This is an optimization exercise on Yosys and OpenROAD, whose aim is small area, a short achievable clock period and few clock cycles, not a production implementation.
Only simulation tests tie the RTL to the original design; equivalence was not proved.

## flow/design.v (module list and top-level ports; edited modules follow where they fit)
// module fir_filter: 2449 lines
// module fir_fa: 4 lines
// module fir_ha: 4 lines
module fir_filter #(
    parameter DATA_WIDTH = 16,
    parameter TAPS = 16
)(
    input wire clk,
    input wire reset,
    input wire start_fir,
    input wire [1:0] filter_mode,
    input wire [TAPS*DATA_WIDTH-1:0] input_buffer,
    output reg signed [DATA_WIDTH-1:0] fir_output,
    output reg fir_done
);
  // ...
==> flow/run.sh <==
#!/bin/bash
# synth_recipe.tcl (not shown) runs the flow's synth.tcl, then flattens the netlist and writes it again
# the make line also repeats each setting of config.mk as NAME=value (left out here)
make -C /OpenROAD-flow-scripts/flow DESIGN_CONFIG=/design/flow/config.mk WORK_HOME=/design/flow/orfs CLKGATE_MAP_FILE= SYNTH_SCRIPT=/design/flow/synth_recipe.tcl finish
==> flow/config.mk <==
export PLATFORM = sky130hd
export DESIGN_NAME = fir_filter
export DESIGN_NICKNAME = fir_filter
export VERILOG_FILES = /design/flow/design.v
export SDC_FILE = /design/flow/constraint.sdc
export NUM_CORES = 4
export LEC_CHECK = 0
export CAP_MARGIN = 0
export CORE_MARGIN = 2
export CORE_UTILIZATION = 40
export GPL_TIMING_DRIVEN = 0
export PLACE_DENSITY = 0.6
export SLEW_MARGIN = 0
export SYNTH_HIERARCHICAL = 1
export SYNTH_MINIMUM_KEEP_SIZE = 0
==> flow/constraint.sdc <==
create_clock -name core_clock -period 11.0 [get_ports {clk}]
set_input_delay 2.2000 -clock core_clock [delete_from_list [all_inputs] [get_ports {clk}]]
set_output_delay 2.2000 -clock core_clock [all_outputs]
set_load 0.01 [all_outputs]
==> out/results.ini, run 1 <==
[yosys]
synth_ff_type=dfxtp_1
synth.cell_area_um2=16900
ys_warn_count=7
synth_cells=1713
synth_commonest_cells=482 x fa_1, 361 x nand2_1, 102 x o211ai_1
synth.area.top_cells=fa_1 57%, nand2_1 8.0%, o211ai_1 4.5%
async_reset_ff_frac=0.0588
synth.top_cell.area_share=0.572

[floorplanning]
chipWidth_um=209
dieHeight_um=209
initial_utilization=0.404

[clock_tree]
cts-buffers-inserted=3
clock_sink_count=17
cts-htree-levels=1
clock_path_buffers=2

[sta]
finalCriticalPeriod_ns=10.75
relSlewSlack=0.391
timing.setup.tns_ns=0
highest_clock_rate_mhz=93.0
setup_viol=0

[routing]
drcViolationCount=0
topRoutingLayerUsed=met4
route.detailed.vias_per_inst=6.23
drt_wl_total_mm=84.1
drt_iter0_markers=2152

[layout]
max_flop_register=fir_output
layout.cells.largest_class=multi-input combinational cells
final_util=0.512
area.growth.synth_to_final_pct=26.7
buf_share=0.178

[worst_setup_path]
cpLargestDelayFamily=adder cells
critical_path_depth=25
critPathLaunchType=input pin
critical_path_buf_inv_count=5
critical-path-slowest-cell=fa_1
setup.worst_path.start=filter_mode[0]

[run_status]
run_status=no timing/DRC/antenna violations

[place]
post_place_setup_slack_ns=-1.86
dpl_cell_area_um2=20400

[global_routing]
groute.layer.met3.usage=0.118

Testbench counts, summed over its fixed seeds: cycles 1,032.
==> run 2: changes to the inputs <==
==> flow/config.mk (replaced) <==
export PLATFORM = sky130hd
export DESIGN_NAME = fir_filter
export DESIGN_NICKNAME = fir_filter
export VERILOG_FILES = /design/flow/design.v
export SDC_FILE = /design/flow/constraint.sdc
export NUM_CORES = 4
export LEC_CHECK = 0
export CAP_MARGIN = 20
export CORE_MARGIN = 2
export CORE_UTILIZATION = 40
export PLACE_DENSITY = 0.6
export SLEW_MARGIN = 20
export SYNTH_HIERARCHICAL = 1
export SYNTH_MINIMUM_KEEP_SIZE = 0
==> out/results.ini, run 2 <==
[run_status]
run_status=no timing/DRC/antenna violations

[sta]
maxSlewViolCount=0
relSlewSlack=0.610  ; +0.218
worst_tran_pin_value_ns=0.586
hold_ws_ns=2.11
highest_clock_rate_mhz=92.9  ; about the same
finalCriticalPeriod_ns=10.76  ; +0.00672 ns
report.final.hold_viol_count=0
layout_worst_path_cycle_share=0.978
setup_viol=0  ; unchanged

[clock_tree]
path_clk_slew_ns=0.05
clock_sink_count=17  ; unchanged
clock_path_buffers=2  ; unchanged
cts-htree-levels=1  ; unchanged
cts_tree=yes
cts-buffers-inserted=3  ; unchanged
ctsRootBufferMaster=clkbuf_16
postCtsHoldBufs=0

[layout]
layout.nets=2934
combined_area_of_the_multi_input_logic_cells_um2=16400
area.sequential_um2=345
area.growth.synth_to_final_pct=32.0
layout.cell_area.non_filler_um2=22300
mostFrequentLayoutCell=fa_1
largest_reg_flops=16
max_flop_register=fir_output
most-common-layout-cells=472 x fa_1, 361 x nand2_1, 276 x clkdlybuf4s50_1, 205 x buf_4, 102 x o211ai_1
layout.filler_cells=3784
diodes=0
reg.largest.list=fir_output (16), fir_done (1)
fraction_of_final_layout_cells_with_drive_strength_greater_than_1=0.135

[worst_setup_path]
critPathLaunchType=input pin
worst-endpoint-arrival_ns=10.90
worst-setup-path-type=in -> reg
endpoint_kind=register
required_ns=11.14
critical_path_buf_inv_count=5  ; unchanged
timing.critical_path.fanout_max=18
cpLargestDelayFamily=adder cells
slowest_delay_ns=0.58
critical-path-slowest-cell=fa_1
critPathMostFrequentCell=fa_1

[place]
dpl_cell_area_um2=21900  ; +7.6%
place.gp.congestion=0.921
port-buffer-count=277
place_hpwl_mm=55.3

[floorplanning]
boundaryPins=278
placeable_core_region_um2=41800
placement_row_count=75
initial_utilization=0.404  ; unchanged
dieHeight_um=209  ; unchanged
die-area_um2=43800
chipWidth_um=209  ; unchanged

[routing]
drt_wl_total_mm=62.4  ; -26%
drcViolationCount=0  ; unchanged
route.detailed.vias_per_inst=5.61  ; -9.9%
drt_iter0_markers=1319  ; -39%
detail-route-antenna-nets=0
num_vias=14986
detail_route.first_pass.iterations=9
avgRoutedWirePerCell_um=23.4

[yosys]
synth.cell_area_um2=16900  ; unchanged
synth_cells=1713  ; unchanged
synth_ff_type=dfxtp_1
ys_warn_count=7  ; unchanged
seq_area_frac_synth=0.0205
synth.top_cell.area_share=0.572  ; unchanged
synth_largest_area_cell=fa_1
synth.most_common_cell=fa_1
post_synth_num_cell_types=55
yosys_register_bits=17
async_reset_ff_frac=0.0588  ; unchanged
syn_avg_cell_area_um2=9.85
synth-edff-count=0
synth_commonest_cells=482 x fa_1, 361 x nand2_1, 102 x o211ai_1
synth.area.top_cells=fa_1 57%, nand2_1 8.0%, o211ai_1 4.5%

[global_routing]
grt_pass1_wl_mm=97.1
pin_count_of_the_biggest_net_entering_global_routing=35
grt_remaining_overflow=0
antenna_found_initial=2
grt_usage=0.292
first_global_vias=16555

[flow_run]
maxCapViolCount=0

[min_path]
hp-class=in -> async

run 2: cell counts after synthesis:
Identical to the previous run, type by type.
run 2: logic make-up after synthesis:
kind of cell	count (synthesis)	synth area share
simple gates	650	0.170
flops	17	0.0205
buf+inv	130	0.0301
compound gates	352	0.151
mux	6	0.00356
other cells	1	0.000222
fa+ha+maj	541	0.616
xor+xnor	16	0.00831
run 2: modules after synthesis, one instance, submodules excluded:
module | flip-flops and latches | cell area [um2] | cells
fir_filter | 17 | 6820 | 1199
fir_ha | 0 | 12.5 | 1
fir_fa | 0 | 20.0 | 1
run 2: area by class of cell:
class                           count  share of cell area
Clock buffer                        3             0.00337
Clock inverter                      1            0.000225
Inverter                           26             0.00444
Multi-Input combinational cell   1581               0.734
Sequential cell                    17              0.0155
Tap cell                          539              0.0303
Timing Repair Buffer              503               0.212
run 2: layer usage:
| metal | GRT usage | routed length, um | vias up |
|---|---|---|---|
| li1 | - | - | 6670 |
| met1 | 0.383 | 24500 | 7467 |
| met2 | 0.509 | 31400 | 703 |
| met3 | 0.0379 | 4430 | 142 |
| met4 | 0.0842 | 2030 | 4 |
| met5 | 0 | 18 | - |
run 2: metrics by stage:
step	util	worst slack (ns)	setup TNS, ns	instances
floorplan	-	0.513	0	1728
global placement	0.525	-0.274	-2.35	2664
detailed placement	0.525	-0.388	-3.40	2664
CTS	0.528	0.00365	0	2668
global route	0.533	-0.0260	-0.0902	2670
finish	0.533	0.240	0	2670
run 2: what timing repair did:
action                     CTS  global route
pin swaps                    2            30
resized for setup            8            45
buffers inserted             0             2
setup endpoints to repair    8            14
run 2: final timing paths:
| kind | startpoint | to | slack (ns) | depth (start not counted) |
|---|---|---|---|---|
| max in group asynchronous | reset | fir_done$_DFF_PP0_ | 8.80 | 2 |
| min in group core_clock | start_fir | fir_done$_DFF_PP0_ | 2.40 | 1 |
| max | filter_mode[0] | fir_output[12]$_DFF_P_ | 0.24 | 25 |
| min | reset | fir_done$_DFF_PP0_ | 2.11 | 2 |
==> run 3: changes to the inputs <==
==> flow/flow/run.sh (new file) <==
#!/bin/bash
# The standard layout (standard.sh), with smaller port buffers and power
# recovery (downsizing of gates off the critical paths) after global routing.
set -uo pipefail
bash standard.sh "BUFFER_PORTS_ARGS=-buffer_cell sky130_fd_sc_hd__buf_1" RECOVER_POWER=100 finish > standard_make.log 2>&1
==> flow/standard.sh (new file) <==
#!/bin/bash
# synth_recipe.tcl (not shown) runs the flow's synth.tcl, then flattens the netlist and writes it again
# the make line also repeats each setting of config.mk as NAME=value (left out here)
make -C /OpenROAD-flow-scripts/flow DESIGN_CONFIG=/design/flow/config.mk WORK_HOME=/design/flow/orfs CLKGATE_MAP_FILE= SYNTH_SCRIPT=/design/flow/synth_recipe.tcl "${@:-finish}"
--- a/flow/config.mk
+++ b/flow/config.mk
@@ -5,10 +5,11 @@
 export SDC_FILE = /design/flow/constraint.sdc
 export NUM_CORES = 4
 export LEC_CHECK = 0
-export CAP_MARGIN = 20
+export CAP_MARGIN = 0
 export CORE_MARGIN = 2
 export CORE_UTILIZATION = 40
+export GPL_TIMING_DRIVEN = 0
 export PLACE_DENSITY = 0.6
-export SLEW_MARGIN = 20
+export SLEW_MARGIN = 0
 export SYNTH_HIERARCHICAL = 1
 export SYNTH_MINIMUM_KEEP_SIZE = 0
removed: flow/run.sh
==> out/results.ini, run 3 <==
[sta]
worst_slack_ns=0.184  ; -0.0559 ns
worst_tran_pin_value_ns=1.07  ; +0.486 ns
report.final.hold_viol_count=0  ; unchanged
setup_viol=0  ; unchanged
layout_worst_path_cycle_share=0.983  ; +0.00508
relSlewSlack=0.286  ; -0.324
maxSlewViolCount=0  ; unchanged
highest_clock_rate_mhz=92.5  ; -0.52%
finalCriticalPeriod_ns=10.82  ; +0.0559 ns

[layout]
diodes=0  ; unchanged
final_util=0.463  ; -0.0704
area.growth.synth_to_final_pct=14.6
largest_reg_flops=16  ; unchanged
fraction_of_final_layout_cells_with_drive_strength_greater_than_1=0.0801  ; -0.0550
most-common-layout-cells=466 x fa_1, 361 x nand2_1, 275 x buf_1, 102 x o211ai_1, 84 x nor2_1
final_cells=2548  ; -4.6%
mostFrequentLayoutCell=fa_1
reg.largest.list=fir_output (16), fir_done (1)
layout.nets=2812  ; -4.2%
max_flop_register=fir_output

[yosys]
synth.top_cell.area_share=0.572  ; unchanged
synth-edff-count=0  ; unchanged
syn_avg_cell_area_um2=9.85  ; unchanged
async_reset_ff_frac=0.0588  ; unchanged
yosys_register_bits=17  ; unchanged
post_synth_num_cell_types=55  ; unchanged
synth_cells=1713  ; unchanged
synth_largest_area_cell=fa_1
yosys.area_share.xor_xnor=0.00831  ; unchanged
synth_simple_gate_area_frac=0.170  ; unchanged
synthesized_area_fraction_occupied_by_ao_oa_aoi_and_oai_cells=0.151  ; unchanged
synth_ff_type=dfxtp_1
synth_commonest_cells=482 x fa_1, 361 x nand2_1, 102 x o211ai_1
synth.most_common_cell=fa_1
largest_family_of_logic_cells_by_synthesized_area=adder cells
yosys.area_share.adder=0.616  ; unchanged
post_synth_mux_area_share=0.00356  ; unchanged
ys_warn_count=7  ; unchanged
synth.cell_area_um2=16900  ; unchanged
seq_area_frac_synth=0.0205  ; unchanged
synth.area.top_cells=fa_1 57%, nand2_1 8.0%, o211ai_1 4.5%

[routing]
drt_iter0_markers=2141  ; +62%
detail_route.first_pass.iterations=8  ; -1
num_vias=15992  ; +6.7%
detail-route-antenna-nets=0  ; unchanged
drcViolationCount=0  ; unchanged
avgRoutedWirePerCell_um=31.2  ; +33%
drt_wl_total_mm=79.4  ; +27%
route.detailed.vias_per_inst=6.28  ; +12%

[worst_setup_path]
setup.worst_path.start=filter_mode[0]
critPathLaunchType=input pin
timing.critical_path.fanout_max=10  ; -8
worst-setup-path-type=in -> reg
worst-endpoint-arrival_ns=10.99  ; +0.09 ns
required_ns=11.17  ; +0.03 ns
endpoint_kind=register

[floorplanning]
die-area_um2=43800  ; unchanged
dieHeight_um=209  ; unchanged
placeable_core_region_um2=41800  ; unchanged
placement_row_count=75  ; unchanged
boundaryPins=278  ; unchanged
initial_utilization=0.404  ; unchanged
chipWidth_um=209  ; unchanged

[clock_tree]
ctsRootBufferMaster=clkbuf_16
clock_sink_count=17  ; unchanged
cts-htree-levels=1  ; unchanged
cts_tree=yes
path_clk_slew_ns=0.05  ; about the same
clock_path_buffers=2  ; unchanged
cts-buffers-inserted=3  ; unchanged

[global_routing]
grt_usage=0.365  ; +0.0725
grt_pass1_wl_mm=113  ; +16%
first_global_vias=16855  ; +1.8%
pin_count_of_the_biggest_net_entering_global_routing=20  ; -43%
antenna_found_initial=1  ; -1
grt_remaining_overflow=0  ; unchanged

[place]
dp.cells=2544  ; -4.5%
place.gp.congestion=1.01  ; +10%
place_hpwl_mm=66.0  ; +19%
post_place_setup_slack_ns=-1.48  ; -1.10 ns
port-buffer-count=277  ; unchanged

[flow_run]
maxCapViolCount=0  ; unchanged

[min_path]
hp-class=in -> async

[run_status]
run_status=no timing/DRC/antenna violations

[run 3: cell counts after synthesis]
Identical to the previous run, type by type.
[run 3: kinds of logic (layout without fill, tap and decap cells)]
group | Yosys count | count (layout)
DFF | 17 | 17
and+or+nand+nor | 650 | 650
AOI/OAI and AO/OA | 352 | 352
xor gates and xnor gates | 16 | 16
adders and majority gates | 541 | 541
buffers and inverters | 130 | 411
other | 1 | 16
muxes | 6 | 6
[run 3: how the worst max path moves through the flow]
stage,slack [ns],end
after floorplan,0.51,fir_output[9]$_DFF_P_
after global placement,-1.63,fir_output[15]$_DFF_P_
after detailed placement,-1.48,fir_output[15]$_DFF_P_
after CTS,0.0009,fir_output[12]$_DFF_P_
after global routing,-0.04,fir_output[10]$_DFF_P_
final,0.18,fir_output[14]$_DFF_P_
[run 3: cell type report]
class	instances	area, um2
multi-input combinational	1581	16300
timing repair buffer	280	1060
inverter	26	103
clock buffer	3	75.1
buffer	101	726
tap	539	674
clock inverter	1	5.00
sequential	17	345
fill	4084	22400
[run 3: modules after synthesis, one instance, submodules excluded]
module	times used	cell area [um2]	cells
fir_filter	1	6820	1199
fir_fa	482	20.0	1
fir_ha	32	12.5	1
[run 3: per-layer routing]
metal / vias to the layer above / part of all wire / track usage
met1: 8041 / 0.36 / 0.467
met5: - / 0.00016 / 0
met4: 2 / 0.060 / 0.173
li1: 6411 / - / -
met3: 289 / 0.14 / 0.128
met2: 1249 / 0.44 / 0.555
[run 3: what timing repair did]
| item | in CTS | in global routing |
|---|---|---|
| setup buffers | 2 | 1 |
| hold buffers | 0 | 0 |
| gates resized for setup | 186 | 84 |
| pin swaps | 12 | 32 |
| setup endpoints to repair | 16 | 15 |
| endpoints found under the hold margin | 0 | 0 |
[run 3: through the flow]
step	hold WS, ns	TNS [ns]	cell area (um2)
3_3_place_gp	2.01	-23.26	18600
2_1_floorplan	1.93	0	16900
6_report	1.75	0	19300
4_1_cts	1.75	0	19100
3_5_place_dp	2.01	-20.70	18600
5_1_grt	1.76	-0.203	19300
[run 3: critical path: stages]
cell and delay [ns]:
buf_2 0.18, inv_1 0.11, ha_2 0.27, buf_4 0.21, clkbuf_4 0.25, a222oi_1 0.44
fa_1 0.54, fa_1 0.49, fa_1 0.60, fa_1 0.47, fa_1 0.53, fa_1 0.58
fa_2 0.54, fa_1 0.60, fa_1 0.44, fa_1 0.52, fa_1 0.43, ha_1 0.32
buf_6 0.14, a21oi_1 0.14, o21ai_1 0.11, a2111oi_2 0.34, o22a_1 0.18, a21boi_2 0.21
xnor2_1 0.14

## port drivers added, routing unchanged
How much do the figures lean on ideal ports? The routed layouts below were timed once more, with nothing changed but the port constraints. Step 1 (the two cells are an assumption about what drives the block):
set clk [get_ports {clk}]
set_driving_cell -lib_cell sky130_fd_sc_hd__clkbuf_16 $clk
set_driving_cell -lib_cell sky130_fd_sc_hd__buf_2 [delete_from_list [all_inputs] $clk]
Step 2 also shifts input and output timing later by t, the mid clock arrival at the registers, as if the neighbouring blocks saw the same clock. Three values: no drivers, after step 1, after step 2; two values: the first two.
run	shift t [ns]	setup slack, ns	clock arrival spread, ns	slew at the worst register clock pin (ns)	cell pins on the clock port's net
run 1	0.271	0.247 / 0.241 / -0.030	0.001 / 0.001	0.05 / 0.05	1
run 2	0.280	0.240 / 0.242 / -0.038	0.003 / 0.003	0.05 / 0.05	1
run 3	0.272	0.184 / 0.184 / -0.087	0.000 / 0.001	0.05 / 0.05	1
With both steps, setup timing fails in every run listed, where it was met with ideal ports. The setup slack of run 2, which loses most, moves by +0.002 ns with the drivers and by -0.278 ns with both steps.
